Source: an optimization exercise on an open RTL-to-GDS flow (aim: small area and a short achievable clock period). Production flows keep margins and buffers that such runs may drop.
Only simulation tests tie the RTL to the original design; equivalence was not proved.
Power figures rest on the tool's default switching activity, not on a simulated workload.

`flow/design.v`:
```
`timescale 1ns/1ps
module pipeline_riscv (
  input          clk,
  input          nrst,
  input  [31:0]  inst,
  input  [31:0]  data_in,
  output [31:0]  inst_addr,
  output [31:0]  data_addr,
  output [31:0]  data_out,
  output         data_wr,
  output [31:0]  pc_IF,
  output [31:0]  pc_ID,
  output [31:0]  pc_EXE,
  output [31:0]  pc_MEM,
  output [31:0]  pc_WB
  );
  reg  [31:0] pc_r;                       
  reg  [31:0] pc_id, ir;                  
  reg  [31:0] pc_ex, opa_r, md_r;         
  reg  [15:0] imm_r;
  reg         ex_add, ex_sub, ex_slt, ex_beq, ex_bne, ex_uimm;
  reg         ex_ld, ex_sw, ex_jal, ex_rdw;
  reg  [4:0]  ex_wa;
  reg  [2:0]  fwd_a, fwd_b, fwd_s;        
  reg  [31:0] pc_mem, alu_m, md_m;        
  reg         me_ld, me_sw, me_jal, me_rdw;
  reg  [4:0]  me_wa;
  reg  [31:0] pc_wb, rd_w, fwd3;          
  reg         wb_ld, wb_rdw;
  reg  [4:0]  wb_wa;
  reg  [31:0] rf [1:31];
  wire [5:0] op  = ir[5:0];
  wire [4:0] rd  = ir[10:6];
  wire [4:0] rs1 = ir[19:15];
  wire [4:0] rs2 = ir[24:20];
  wire [6:0] fn  = ir[31:25];
  wire op0    = (op == 6'h00);
  wire f8     = (fn == 7'h08);
  wire d_jr   = op0 & f8;
  wire d_r    = op0 & ~f8;
  wire d_i    = (op == 6'h08) | (op == 6'h0A);
  wire d_ld   = (op == 6'h23);
  wire d_sw   = (op == 6'h2B);
  wire d_br   = (op == 6'h04) | (op == 6'h05);
  wire d_j    = (op == 6'h02);
  wire d_jal  = (op == 6'h03);
  wire d_jt   = d_jr | d_j | d_jal;
  wire d_wr   = op0 | d_i | d_ld | d_jal;
  wire d_rdw  = d_r | d_i | d_ld | d_jal;
  wire [4:0] rs2a = (d_jr | d_sw) ? rd : rs2;
  wire [31:0] rfa = (rs1  == 5'd0) ? 32'd0 : rf[rs1];
  wire [31:0] rfb = (rs2a == 5'd0) ? 32'd0 : rf[rs2a];
  wire [2:0] rs1hit = { rs1 == ex_wa & ex_rdw, rs1 == me_wa & me_rdw, rs1 == wb_wa & wb_rdw };
  wire [2:0] rs2hit = { rs2 == ex_wa & ex_rdw, rs2 == me_wa & me_rdw, rs2 == wb_wa & wb_rdw };
  wire [2:0] rdhit  = { rd  == ex_wa & ex_rdw, rd  == me_wa & me_rdw, rd  == wb_wa & wb_rdw };
  wire [2:0] rs1dep = (rs1 != 5'd0 && !d_jt)        ? rs1hit : 3'b000;
  wire [2:0] rs2dep = (rs2 != 5'd0 && (d_r | d_br)) ? rs2hit : 3'b000;
  wire [2:0] rddep  = (rd  != 5'd0 && ((d_jt & f8) | d_sw)) ? rdhit : 3'b000;
  wire stall = |((rs1dep | rs2dep | rddep) & {ex_ld, me_ld, wb_ld});
  wire [31:0] opa = fwd_a[2] ? alu_m : fwd_a[1] ? rd_w : fwd_a[0] ? fwd3 : opa_r;
  wire [31:0] opb = fwd_b[2] ? alu_m : fwd_b[1] ? rd_w : fwd_b[0] ? fwd3 :
                    ex_uimm ? {{16{imm_r[15]}}, imm_r} : md_r;
  wire [31:0] mdx = fwd_s[2] ? alu_m : fwd_s[1] ? rd_w : fwd_s[0] ? fwd3 : md_r;
  wire        sub  = ex_sub | ex_slt;
  wire [31:0] sum  = opa + (sub ? ~opb : opb) + {31'd0, sub};
  wire        lt   = (opa[31] ^ opb[31]) ? opa[31] : sum[31];
  wire [31:0] alu_e = (ex_add | ex_sub) ? sum : {31'd0, ex_slt & lt};
  wire        eq   = (opa == opb);
  wire        taken = (ex_beq & eq) | (ex_bne & ~eq);
  wire [31:0] bra_pc = pc_ex + 32'd4 + {{16{imm_r[15]}}, imm_r};
  wire flush1 = ~stall & (taken | d_jt);
  wire flush0 = ~stall & taken;
  wire [31:0] jr_pc = rddep[2] ? rd_w : rddep[1] ? alu_m : rddep[0] ? alu_e : rfb;
  wire [31:0] next_pc = taken ? bra_pc :
                        (d_j | d_jal) ? {{6{ir[31]}}, ir[31:6]} :
                        d_jr ? jr_pc : pc_r + 32'd4;
  wire [31:0] rdata_m = me_ld ? data_in : me_jal ? pc_mem + 32'd4 : alu_m;
  always @(posedge clk) begin
    if (!nrst)
      pc_r <= 32'd0;
    else if (!stall)
      pc_r <= next_pc;
    if (!nrst || flush1) begin
      pc_id <= 32'd0;
      ir    <= 32'd0;
    end else if (!stall) begin
      pc_id <= pc_r;
      ir    <= inst;
    end
    opa_r <= rfa;
    imm_r <= d_br ? {ir[31:25], ir[14:6]} : {ir[31:20], ir[14:11]};
    if (!nrst || flush0 || stall) begin
      pc_ex   <= 32'd0;
      md_r    <= 32'd0;
      ex_add  <= 1'b0;
      ex_sub  <= 1'b0;
      ex_slt  <= 1'b0;
      ex_beq  <= 1'b0;
      ex_bne  <= 1'b0;
      ex_uimm <= 1'b0;
      ex_ld   <= 1'b0;
      ex_sw   <= 1'b0;
      ex_jal  <= 1'b0;
      ex_rdw  <= 1'b0;
      ex_wa   <= 5'd0;
    end else begin
      pc_ex   <= pc_id;
      md_r    <= rfb;
      ex_add  <= (op == 6'h08) | d_ld | d_sw | (op0 & ((fn == 7'h20) | f8));
      ex_sub  <= d_br | (op0 & (fn == 7'h22));
      ex_slt  <= (op == 6'h0A) | (op0 & ((fn == 7'h0A) | (fn == 7'h2A)));
      ex_beq  <= (op == 6'h04);
      ex_bne  <= (op == 6'h05);
      ex_uimm <= d_i | d_ld | d_sw;
      ex_ld   <= d_ld;
      ex_sw   <= d_sw;
      ex_jal  <= d_jal;
      ex_rdw  <= d_rdw;
      ex_wa   <= d_wr ? (d_jal ? 5'd1 : rd) : 5'd0;
    end
    if (!nrst) begin
      fwd_a <= 3'b000;
      fwd_b <= 3'b000;
      fwd_s <= 3'b000;
    end else begin
      fwd_a <= rs1dep;
      fwd_b <= rs2dep;
      fwd_s <= rddep;
    end
    if (!nrst) begin
      pc_mem <= 32'd0;
      alu_m  <= 32'd0;
      md_m   <= 32'd0;
      me_ld  <= 1'b0;
      me_sw  <= 1'b0;
      me_jal <= 1'b0;
      me_rdw <= 1'b0;
      me_wa  <= 5'd0;
    end else begin
      pc_mem <= pc_ex;
      alu_m  <= alu_e;
      md_m   <= mdx;
      me_ld  <= ex_ld;
      me_sw  <= ex_sw;
      me_jal <= ex_jal;
      me_rdw <= ex_rdw;
      me_wa  <= ex_wa;
    end
    rd_w <= rdata_m;
    fwd3 <= rd_w;
    if (!nrst) begin
      pc_wb  <= 32'd0;
      wb_ld  <= 1'b0;
      wb_rdw <= 1'b0;
      wb_wa  <= 5'd0;
    end else begin
      pc_wb  <= pc_mem;
      wb_ld  <= me_ld;
      wb_rdw <= me_rdw;
      wb_wa  <= me_wa;
    end
  end
  genvar g;
  generate
    for (g = 1; g < 32; g = g + 1) begin : regs
      always @(posedge clk)
        if (!nrst || wb_wa == g)
          rf[g] <= nrst ? rd_w : 32'd0;
    end
  endgenerate
  assign inst_addr = pc_r;
  assign pc_IF     = pc_r;
  assign pc_ID     = pc_id;
  assign pc_EXE    = pc_ex;
  assign pc_MEM    = pc_mem;
  assign pc_WB     = pc_wb;
  assign data_addr = alu_m;
  assign data_out  = md_m;
  assign data_wr   = me_sw;
endmodule
```
`flow/run.sh`:
```
#!/bin/bash
# synth_recipe.tcl (not shown) runs the flow's synth.tcl, then flattens the netlist and writes it again
# the make line also repeats each setting of config.mk as NAME=value (left out here)
make -C /OpenROAD-flow-scripts/flow DESIGN_CONFIG=/design/flow/config.mk WORK_HOME=/design/flow/orfs CLKGATE_MAP_FILE= SYNTH_SCRIPT=/design/flow/synth_recipe.tcl finish
```
`flow/config.mk`:
```
export PLATFORM = sky130hd
export DESIGN_NAME = pipeline_riscv
export DESIGN_NICKNAME = pipeline_riscv
export VERILOG_FILES = /design/flow/design.v
export SDC_FILE = /design/flow/constraint.sdc
export NUM_CORES = 4
export LEC_CHECK = 0
export CAP_MARGIN = 20
export CORE_MARGIN = 2
export CORE_UTILIZATION = 40
export PLACE_DENSITY = 0.6
export SLEW_MARGIN = 20
```
`flow/constraint.sdc`:
```
create_clock -name core_clock -period 7.5 [get_ports {clk}]
set_input_delay 1.5000 -clock core_clock [delete_from_list [all_inputs] [get_ports {clk}]]
set_output_delay 1.5000 -clock core_clock [all_outputs]
set_load 0.01 [all_outputs]
```
==> flow_metrics.env, run 1 <==
export IMPL_syn_to_final_growth_pct=18.9
export IMPL_fill_cells=15100
export IMPL_setup_viol=0
export IMPL_chipHeight_um=416
export IMPL_synth_cells=6146
export IMPL_overflow=0
export IMPL_min_path_cells=0
export IMPL_ys_seq_area_share_pct=56.7
export IMPL_cp_required_ns=8.28
export IMPL_crit_type="reg2reg"
export IMPL_instances_no_fill=8807
export IMPL_ff2ff_path_depth=13
export IMPL_wl_per_cell_um=42.6
export IMPL_cts_clk_slew_worst_paths_ns=0.06
export IMPL_ys_async_sr_fraction_pct=0
export IMPL_ir_worst_vdd_mv=0.248
export IMPL_worstPathMaxFanout=9
export IMPL_die_area_sq_um=173000
export IMPL_muxShareOfSynthArea_pct=2.43
export IMPL_holdBufCountCts=0
export IMPL_r2r_slack_ns=1.05
export IMPL_antenna_found_initial=33
export IMPL_syn_nets=6307
export IMPL_synth_edf_count=992
export IMPL_drt_iter0_drc=15300
export IMPL_status="timing/DRC/antenna clean"
export IMPL_avgSynthCellArea_sq_um=11.1
export IMPL_syn_area_sq_um=68000
export IMPL_synthTopCellsByArea="edfxtp_1 44%, dfxtp_1 13%, a22oi_1 3.5%"
export IMPL_fmax_ghz=0.155
export IMPL_dp_cells=8497
export IMPL_end_kind="flop"
export IMPL_yosys_warnings=34
export IMPL_wl_met1_um=125000
export IMPL_grt_total_usage_pct=41.6
export IMPL_grt_pass1_vias=59400
export IMPL_synth_compound_area_share_pct=18.6
export IMPL_synth_top_cell_area_share_pct=43.8
export IMPL_start_kind="flop"
export IMPL_finalClockSkew_ns=0.0624
export IMPL_min_to="imm_r[11]$_DFF_P_"
export IMPL_die_width_um=416
export IMPL_postCtsResizedCells=0
export IMPL_holdWs_ns=0.406
export IMPL_vias_per_cell=7.36
export IMPL_timing_rr_start="ir[28]$_SDFFE_PP0N_"
export IMPL_arrival_ns=7.23
export IMPL_firstDrtPassIters=14
export IMPL_yosysMostFrequentCell="edfxtp_1"
export IMPL_grt_setup_unrepaired="false"
export IMPL_synth_seq_cells=1432
export IMPL_cts_tree="yes"
export IMPL_fin_nets=6602
export IMPL_grt_start_max_net_pins=85
export IMPL_utilization_pct=47.8
export IMPL_synth_top_family_by_area="compound AO/OA/AOI/OAI gates"
export IMPL_h_tree_depth=4
export IMPL_routed_wl_met2_um=149000
export IMPL_clock_sinks=1432
export IMPL_cts_root_buf="clkbuf_16"
export IMPL_synth_ff_type="edfxtp_1"
export IMPL_grt_pass1_wl_um=500000
export IMPL_synthXorXnorAreaFrac_pct=2.55
export IMPL_timing_rr_end="pc_r[24]$_SDFFE_PN0N_"
export IMPL_vias=64800
export IMPL_ant_nets=0
export IMPL_finalHoldViolCount=0
export IMPL_period_share_pct=86.1
export IMPL_dp_hpwl_um=240000
export IMPL_clk_latency_ns=0.86
export IMPL_yosys_area_share_simple_pct=14.6
export IMPL_cts_max_path_buffers=3
export IMPL_totalWireLength_um=375000
export IMPL_post_cts_setup_buffers=0
export IMPL_cellPowerDensity_nw_per_um2=252
export IMPL_highest_layer="met5"
export IMPL_io_pins=323
export IMPL_synthAdderAreaFrac_pct=1.77
export IMPL_coreArea_sq_um=169000
export IMPL_maxCapViolations=0
export IMPL_hp_class="reg2reg"
export IMPL_fin_crit_ns=6.45
export IMPL_core_rowCount=151
export IMPL_yosys_area_top_type="edfxtp_1"
export IMPL_slew_viol_final=0
export IMPL_numCtsBuffers=156
export IMPL_setup_tns_ns=0
export IMPL_drive_gt1_share_pct=12.0
export IMPL_worst_pin_slew_ns=1.28
export IMPL_finalPower_w=0.0204
export IMPL_route_met3_wl_um=62200
export IMPL_netlist_top_cells_count="992 x edfxtp_1, 462 x nand2_1, 440 x dfxtp_1, 429 x nand3_1, 377 x clkbuf_1"
export IMPL_initial_core_util_pct=40.2
export IMPL_gp_congestion=1.06
export IMPL_p_leak_nw=29.0
export IMPL_synth_cell_types=98
export IMPL_drc=0
export IMPL_relSlewSlack_pct=14.2
export IMPL_io_buffers=322
export IMPL_hp_start="ir[27]$_SDFFE_PP0N_"
## flip-flops by register name, summed over array words and instances, names as in the netlist, 16 cells and up
signal  count
opa_r      32
md_m       32
md_r       32
pc_r       32
rf        992
pc_ex      32
alu_m      32
rd_w       32
pc_wb      32
pc_id      32
imm_r      16
ir         32
pc_mem     32
fwd3       32
## layer usage
| layer | track usage, % | vias to the layer above |
|---|---|---|
| met4 | 31.9 | 21 |
| met3 | 19.7 | 2306 |
| met5 | 0.333 | - |
| li1 | - | 24600 |
| met2 | 58.4 | 6962 |
| met1 | 48.9 | 30900 |
## cells by family (layout without fill, tap and decap cells)
logic type | Yosys count | after routing
AND/OR/NAND/NOR | 1968 | 1968
multiplexers | 156 | 156
XOR/XNOR | 198 | 198
other | 0 | 19
adder cells (fa/ha/maj) | 95 | 95
buffers and inverters | 543 | 967
AO/OA/AOI/OAI | 1754 | 1754
flip-flops | 1432 | 1432
## power by group
group	switching [W]	internal [W]	total, W
Clock	0.00346	0.00464	0.00811
Combinational	0.00222	0.000850	0.00307
Sequential	0.000391	0.00886	0.00925
## worst max-delay path, cell delays in order, from the launching register on
cell	delay, ns
dfxtp_1	0.46
nor4b_1	0.87
nand4_1	0.58
nand3_1	0.70
nand3_1	0.47
nor3_2	1.09
buf_4	0.36
a22o_1	0.16
a2111oi_0	0.06
buf_4	0.19
a21oi_1	0.94
a221oi_1	0.17
o21ai_0	0.19
a21o_1	0.15
## worst max path at each step
stage / from / slack, ns / cells past startpoint / end
final: ir[28]$_SDFFE_PP0N_ / 1.05 / 13 / pc_r[24]$_SDFFE_PN0N_
after global routing: ir[1]$_SDFFE_PP0N_ / 1.15 / 13 / pc_r[24]$_SDFFE_PN0N_
after CTS: ir[25]$_SDFFE_PP0N_ / 1.43 / 12 / pc_r[24]$_SDFFE_PN0N_
after detailed placement: ir[28]$_SDFFE_PP0N_ / 1.45 / 12 / pc_r[9]$_SDFFE_PN0N_
after global placement: ir[25]$_SDFFE_PP0N_ / 1.54 / 12 / pc_r[24]$_SDFFE_PN0N_
after floorplan: fwd_b[2]$_SDFF_PN0_ / 2.54 / 20 / pc_r[29]$_SDFFE_PN0N_
## area by class of cell
cell class / count / area (sq um) / share of cell area, %
sequential: 1432 / 38600 / 47.7
multi-input combinational: 4171 / 28200 / 34.9
timing repair buffer: 631 / 5730 / 7.09
clock buffer: 206 / 4280 / 5.29
tap: 2218 / 2780 / 3.43
clock inverter: 81 / 1040 / 1.29
inverter: 49 / 184 / 0.227
antenna: 19 / 47.5 / 0.0588
## cell usage in the layout (no fill, tap or decap), drive strengths merged, types with 61 or more instances in the layout
| cell | netlist | routed |
|---|---|---|
| edfxtp | 992 | 992 |
| nand2 | 462 | 462 |
| dfxtp | 440 | 440 |
| nand3 | 429 | 429 |
| a21oi | 331 | 331 |
| clkdlybuf4s50 | 0 | 321 |
| a22oi | 314 | 314 |
| buf | 117 | 309 |
| nor2 | 286 | 286 |
| o21ai | 248 | 248 |
| clkbuf | 377 | 207 |
| a22o | 180 | 180 |
| nand4 | 174 | 174 |
| a221oi | 159 | 159 |
| and2 | 131 | 131 |
| and3 | 129 | 129 |
| xnor2 | 102 | 102 |
| nor3 | 100 | 100 |
| xor2 | 96 | 96 |
| mux2i | 94 | 94 |
| ha | 93 | 93 |
| mux2 | 61 | 61 |
## stage by stage
stage          setup slack [ns]  area [sq um]
2_1_floorplan              2.54         68000
4_1_cts                    1.43         80700
3_5_place_dp               1.45         75400
3_3_place_gp               1.54         75400
5_1_grt                    1.15         80800
6_report                   1.05         80900
==> run 2: changes to the inputs <==
--- a/flow/design.v
+++ b/flow/design.v
@@ -17,4 +17,5 @@
   reg  [31:0] pc_r;                       
   reg  [31:0] pc_id, ir;                  
+  reg  [4:0]  rs2_r;                      
   reg  [31:0] pc_ex, opa_r, md_r;         
   reg  [15:0] imm_r;
@@ -22,5 +23,7 @@
   reg         ex_ld, ex_sw, ex_jal, ex_rdw;
   reg  [4:0]  ex_wa;
-  reg  [2:0]  fwd_a, fwd_b, fwd_s;        
+  reg  [3:0]  sel_a;                      
+  reg  [3:0]  sel_b;                      
+  reg  [3:0]  sel_s;                      
   reg  [31:0] pc_mem, alu_m, md_m;        
   reg         me_ld, me_sw, me_jal, me_rdw;
@@ -48,7 +51,23 @@
   wire d_wr   = op0 | d_i | d_ld | d_jal;
   wire d_rdw  = d_r | d_i | d_ld | d_jal;
-  wire [4:0] rs2a = (d_jr | d_sw) ? rd : rs2;
-  wire [31:0] rfa = (rs1  == 5'd0) ? 32'd0 : rf[rs1];
-  wire [31:0] rfb = (rs2a == 5'd0) ? 32'd0 : rf[rs2a];
+  wire [4:0] rs2a = rs2_r;
+  wire [5:0] iop = inst[5:0];
+  wire [4:0] rs2_if = ((iop == 6'h00 && inst[31:25] == 7'h08) || iop == 6'h2B) ? inst[10:6] : inst[24:20];
+  wire [31:0] pc_if = pc_r;
+  wire [32*32-1:0] rf_flat;
+  wire [31:0] sel_ra, sel_rb, rfa, rfb;
+  assign rf_flat[31:0] = 32'd0;
+  genvar gr;
+  generate
+    for (gr = 1; gr < 32; gr = gr + 1) begin : rflat
+      assign rf_flat[gr*32 +: 32] = rf[gr];
+    end
+    for (gr = 0; gr < 32; gr = gr + 1) begin : rdec
+      assign sel_ra[gr] = (rs1 == gr);
+      assign sel_rb[gr] = (rs2a == gr);
+    end
+  endgenerate
+  rf_rdport port_a (.sel(sel_ra), .rf_flat(rf_flat), .q(rfa));
+  rf_rdport port_b (.sel(sel_rb), .rf_flat(rf_flat), .q(rfb));
   wire [2:0] rs1hit = { rs1 == ex_wa & ex_rdw, rs1 == me_wa & me_rdw, rs1 == wb_wa & wb_rdw };
   wire [2:0] rs2hit = { rs2 == ex_wa & ex_rdw, rs2 == me_wa & me_rdw, rs2 == wb_wa & wb_rdw };
@@ -58,8 +77,11 @@
   wire [2:0] rddep  = (rd  != 5'd0 && ((d_jt & f8) | d_sw)) ? rdhit : 3'b000;
   wire stall = |((rs1dep | rs2dep | rddep) & {ex_ld, me_ld, wb_ld});
-  wire [31:0] opa = fwd_a[2] ? alu_m : fwd_a[1] ? rd_w : fwd_a[0] ? fwd3 : opa_r;
-  wire [31:0] opb = fwd_b[2] ? alu_m : fwd_b[1] ? rd_w : fwd_b[0] ? fwd3 :
-                    ex_uimm ? {{16{imm_r[15]}}, imm_r} : md_r;
-  wire [31:0] mdx = fwd_s[2] ? alu_m : fwd_s[1] ? rd_w : fwd_s[0] ? fwd3 : md_r;
+  wire [31:0] opb_r = ex_uimm ? {{16{imm_r[15]}}, imm_r} : md_r;
+  wire [31:0] opa = ({32{sel_a[3]}} & alu_m) | ({32{sel_a[2]}} & rd_w) |
+                    ({32{sel_a[1]}} & fwd3)  | ({32{sel_a[0]}} & opa_r);
+  wire [31:0] opb = ({32{sel_b[3]}} & alu_m) | ({32{sel_b[2]}} & rd_w) |
+                    ({32{sel_b[1]}} & fwd3)  | ({32{sel_b[0]}} & opb_r);
+  wire [31:0] mdx = ({32{sel_s[3]}} & alu_m) | ({32{sel_s[2]}} & rd_w) |
+                    ({32{sel_s[1]}} & fwd3)  | ({32{sel_s[0]}} & md_r);
   wire        sub  = ex_sub | ex_slt;
   wire [31:0] sum  = opa + (sub ? ~opb : opb) + {31'd0, sub};
@@ -71,8 +93,8 @@
   wire flush1 = ~stall & (taken | d_jt);
   wire flush0 = ~stall & taken;
-  wire [31:0] jr_pc = rddep[2] ? rd_w : rddep[1] ? alu_m : rddep[0] ? alu_e : rfb;
-  wire [31:0] next_pc = taken ? bra_pc :
-                        (d_j | d_jal) ? {{6{ir[31]}}, ir[31:6]} :
-                        d_jr ? jr_pc : pc_r + 32'd4;
+  wire jr_alu = d_jr & ~rddep[2] & ~rddep[1] & rddep[0];
+  wire [31:0] pc_early = (d_j | d_jal) ? {{6{ir[31]}}, ir[31:6]} :
+                         d_jr ? (rddep[2] ? rd_w : rddep[1] ? alu_m : rfb) : pc_if + 32'd4;
+  wire [31:0] next_pc = taken ? bra_pc : jr_alu ? alu_e : pc_early;
   wire [31:0] rdata_m = me_ld ? data_in : me_jal ? pc_mem + 32'd4 : alu_m;
   always @(posedge clk) begin
@@ -84,7 +106,9 @@
       pc_id <= 32'd0;
       ir    <= 32'd0;
+      rs2_r <= 5'd0;
     end else if (!stall) begin
-      pc_id <= pc_r;
+      pc_id <= pc_if;
       ir    <= inst;
+      rs2_r <= rs2_if;
     end
     opa_r <= rfa;
@@ -120,11 +144,11 @@
     end
     if (!nrst) begin
-      fwd_a <= 3'b000;
-      fwd_b <= 3'b000;
-      fwd_s <= 3'b000;
-    end else begin
-      fwd_a <= rs1dep;
-      fwd_b <= rs2dep;
-      fwd_s <= rddep;
+      sel_a <= 4'b0001;
+      sel_b <= 4'b0001;
+      sel_s <= 4'b0001;
+    end else begin
+      sel_a <= {rs1dep[2], ~rs1dep[2] & rs1dep[1], ~rs1dep[2] & ~rs1dep[1] & rs1dep[0], ~|rs1dep};
+      sel_b <= {rs2dep[2], ~rs2dep[2] & rs2dep[1], ~rs2dep[2] & ~rs2dep[1] & rs2dep[0], ~|rs2dep};
+      sel_s <= {rddep[2],  ~rddep[2]  & rddep[1],  ~rddep[2]  & ~rddep[1]  & rddep[0],  ~|rddep};
     end
     if (!nrst) begin
@@ -169,6 +193,6 @@
     end
   endgenerate
-  assign inst_addr = pc_r;
-  assign pc_IF     = pc_r;
+  assign inst_addr = pc_if;
+  assign pc_IF     = pc_if;
   assign pc_ID     = pc_id;
   assign pc_EXE    = pc_ex;
@@ -179,2 +203,30 @@
   assign data_wr   = me_sw;
 endmodule
+module rf_rdport (
+  input  [31:0]      sel,
+  input  [32*32-1:0] rf_flat,
+  output [31:0]      q
+  );
+  wire [31:0] n [0:10];
+  genvar j, b;
+  generate
+    for (j = 0; j < 11; j = j + 1) begin : grp
+      for (b = 0; b < 32; b = b + 1) begin : bt
+        if (j < 10) begin : g3
+          rf_aoi222 u (.a1(sel[3*j+1]), .a2(rf_flat[(3*j+1)*32+b]),
+                       .b1(sel[3*j+2]), .b2(rf_flat[(3*j+2)*32+b]),
+                       .c1(sel[3*j+3]), .c2(rf_flat[(3*j+3)*32+b]), .y(n[j][b]));
+        end else begin : g1
+          assign n[j][b] = ~(sel[31] & rf_flat[31*32+b]);
+        end
+      end
+    end
+  endgenerate
+  assign q = ~(n[0] & n[1] & n[2] & n[3] & n[4] & n[5] & n[6] & n[7] & n[8] & n[9] & n[10]);
+endmodule
+module rf_aoi222 (
+  input  a1, a2, b1, b2, c1, c2,
+  output y
+  );
+  assign y = ~((a1 & a2) | (b1 & b2) | (c1 & c2));
+endmodule
--- a/flow/config.mk
+++ b/flow/config.mk
@@ -8,5 +8,10 @@
 export CAP_MARGIN = 20
 export CORE_MARGIN = 2
-export CORE_UTILIZATION = 40
-export PLACE_DENSITY = 0.6
+export CORE_UTILIZATION = 65
+export CTS_BUF_LIST = sky130_fd_sc_hd__clkbuf_16
+export CTS_CLUSTER_DIAMETER = 80
+export CTS_CLUSTER_SIZE = 20
+export PLACE_DENSITY = 0.75
+export SETUP_SLACK_MARGIN = 4
 export SLEW_MARGIN = 20
+export SYNTH_HIERARCHICAL = 1
==> flow_metrics.env, run 2 <==
export IMPL_finalHoldViolCount=0
export IMPL_status="timing/DRC/antenna clean"
export IMPL_cts_clk_slew_worst_paths_ns=0.09
export IMPL_grt_total_usage_pct=48.0
export IMPL_crit_type="reg2reg"
export IMPL_cp_top_family="simple AND/OR/NAND/NOR gates"
export IMPL_coreArea_sq_um=94600
export IMPL_worstPathMaxFanout=6
export IMPL_vias=52900
export IMPL_worst_pin_slew_ns=1.22
export IMPL_yosys_warnings=9
export IMPL_die_width_um=312
export IMPL_grt_pass1_vias=48900
export IMPL_period_share_pct=52.0
export IMPL_holdWs_ns=0.402
export IMPL_switchingPower_w=0.00442
export IMPL_syn_nets=4854
export IMPL_cellPowerDensity_nw_per_um2=221
export IMPL_firstDrtPassIters=13
export IMPL_hp_start="ir[31]$_SDFFE_PP0N_"
export IMPL_ir_worst_vdd_mv=0.252
export IMPL_multi_input_area_sq_um=23800
export IMPL_grt_pass1_wl_um=339000
export IMPL_drt_iter0_drc=14300
export IMPL_fmax_ghz=0.256
export IMPL_io_buffers=322
export IMPL_antenna_found_initial=10
export IMPL_setup_viol=0
export IMPL_relSlewSlack_pct=18.8
export IMPL_crit_buf_inv=5
export IMPL_initial_core_util_pct=65.4
export IMPL_syn_area_sq_um=61800
export IMPL_largest_register_ff_count=992
export IMPL_setup_tns_ns=0
export IMPL_crit_chain="bufbuf_16 > a222oi_1 > o21ai_1 > buf_4 > buf_4 > xor2_2 > nor4_4 > nand4_1 > nor2_4 > mux2i_4 > buf_12 > a21oi_4 > nand2b_4 > buf_12 > a211oi_2"
export IMPL_dp_hpwl_um=153000
export IMPL_hp_class="reg2reg"
export IMPL_r2r_slack_ns=3.60
export IMPL_timing_rr_end="rs2_r[0]$_SDFFE_PP0N_"
export IMPL_arrival_ns=4.52
export IMPL_fill_cells=5829
export IMPL_final_common_cell="edfxtp_1"
export IMPL_maxCapViolations=0
export IMPL_wl_per_cell_um=38.4
export IMPL_syn_to_final_growth_pct=18.0
export IMPL_io_pins=323
export IMPL_min_to="imm_r[15]$_DFF_P_"
export IMPL_avgSynthCellArea_sq_um=13.2
export IMPL_finalPower_w=0.0162
export IMPL_p_seq_share_pct=57.0
export IMPL_cp_required_ns=8.12
export IMPL_place_area_sq_um=67000
export IMPL_core_rowCount=113
export IMPL_slew_viol_final=0
export IMPL_holdBufCountCts=0
export IMPL_cts_root_buf="clkbuf_16"
export IMPL_p_int_w=0.0117
export IMPL_gp_congestion=1.04
export IMPL_finalClockSkew_ns=0.0386
export IMPL_power_share_clock_pct=29.1
export IMPL_fin_nets=5352
export IMPL_clock_sinks=1440
export IMPL_layout_common_cells="992 x edfxtp_1, 677 x a222oi_1, 419 x dfxtp_1, 364 x nand2_1, 321 x clkdlybuf4s50_1"
export IMPL_cts_max_path_buffers=3
export IMPL_top_register="rf"
export IMPL_numCtsBuffers=83
export IMPL_end_kind="flop"
export IMPL_p_sw_share_pct=27.4
export IMPL_timing_rr_start="sel_b[3]$_SDFF_PN0_"
export IMPL_regArea_sq_um=38800
export IMPL_drc=0
export IMPL_drive_gt1_share_pct=16.0
export IMPL_cpPeakStageDelay_ns=0.40
export IMPL_cpMaxStageDelayCell="dfxtp_4"
export IMPL_synth_cells=4693
export IMPL_p_leak_nw=26.1
export IMPL_die_area_sq_um=97600
export IMPL_ant_nets=0
export IMPL_vias_per_cell=8.15
export IMPL_totalWireLength_um=249000
export IMPL_clk_latency_ns=0.73
export IMPL_start_kind="flop"
export IMPL_fin_crit_ns=3.90
export IMPL_chipHeight_um=312
export IMPL_final_cell_area_sq_um=73000
export IMPL_grt_start_max_net_pins=84
export IMPL_ff2ff_path_depth=15
export IMPL_cts_tree="yes"
export IMPL_overflow=0
export IMPL_h_tree_depth=3
export IMPL_p_comb_share_pct=13.9
export IMPL_grt_setup_unrepaired="true"
export IMPL_min_path_cells=0
## run 2: worst max-delay path by stage
stage	start	end	slack (ns)	depth (start not counted)
floorplan	nrst	rf[16][0]$_DFFE_PP_	3.58	4
global placement	ex_uimm$_SDFF_PP0_	pc_id[18]$_SDFFE_PP0N_	2.52	12
detailed placement	sel_b[3]$_SDFF_PN0_	pc_r[27]$_SDFFE_PN0N_	2.73	11
CTS	sel_b[3]$_SDFF_PN0_	pc_r[24]$_SDFFE_PN0N_	3.78	16
global route	sel_b[3]$_SDFF_PN0_	pc_r[29]$_SDFFE_PN0N_	3.40	15
finish	sel_b[3]$_SDFF_PN0_	rs2_r[0]$_SDFFE_PP0N_	3.60	15
## run 2: repair_timing
item / CTS / global route
pin swaps: 99 / 91
endpoints found under the setup margin: 213 / 328
cloned: 9 / 19
resized for setup: 197 / 216
buffers inserted: 101 / 64
## run 2: final cells by class
cell class | count | area share (%)
antenna | 9 | 0.0309
clock buffer | 83 | 2.85
clock inverter | 31 | 0.405
inverter | 28 | 0.144
multi-input combinational | 3009 | 32.6
sequential | 1440 | 53.2
tap | 1265 | 2.17
timing repair buffer | 629 | 8.55
## run 2: power groups by stage
stage	Combinational (W)	Sequential, W	Clock [W]
2_1_floorplan	0.000951	0.00921	0
3_3_place_gp	0.00169	0.00932	0
3_5_place_dp	0.00169	0.00935	0
4_1_cts	0.00191	0.00916	0.00468
5_1_grt	0.00227	0.00921	0.00494
6_report	0.00224	0.00920	0.00471
## run 2: metal layers
layer	up-vias	global-route usage [%]	wire length [um]
li1	20700	-	-
met1	25100	58.4	76600
met2	5664	72.2	107000
met3	1456	16.6	41800
met4	8	33.2	24300
met5	-	0	47
## run 2: worst reg2reg max path: cells and delay by family (launching register included)
kind | cells | cell delay [ns]
XOR/XNOR | 1 | 0.17
multiplexers | 1 | 0.36
AND/OR/NAND/NOR | 4 | 1.22
flip-flops | 1 | 0.40
AO/OA/AOI/OAI | 4 | 0.68
buffers and inverters | 5 | 0.96
## run 2: stage by stage
step,setup WS [ns],utilization (%),cells
global placement,2.52,70.8,6175
CTS,3.78,75.1,6399
global route,3.40,77.1,6485
detailed placement,2.73,70.8,6175
floorplan,3.58,-,4693
finish,3.60,77.1,6494

-- separate check: timing with driven ports --
How much do the figures lean on ideal ports? The routed layouts below were timed once more, with nothing changed but the port constraints.
Step 1 assumes that a clkbuf_16 drives the clock port and a buf_2 every other input.
Step 2 also shifts input and output timing later by t, the mid clock arrival at the registers, as if the neighbouring blocks saw the same clock.
Slacks: no drivers / after step 1 / after step 2; pairs: no drivers / after step 1.
| run | shift t [ns] | setup WS [ns] | hold slack, ns |
|---|---|---|---|
| run 1 | 0.906 | 1.046 / 1.046 / 1.046 | 0.406 / 0.406 / 0.406 |
| run 2 | 0.784 | 3.600 / 3.600 / 3.357 | 0.402 / 0.402 / 0.402 |
After both steps every run listed still meets setup and hold. The setup slack of run 2, which loses most, moves by 0.000 ns with the drivers and by -0.243 ns with both steps.
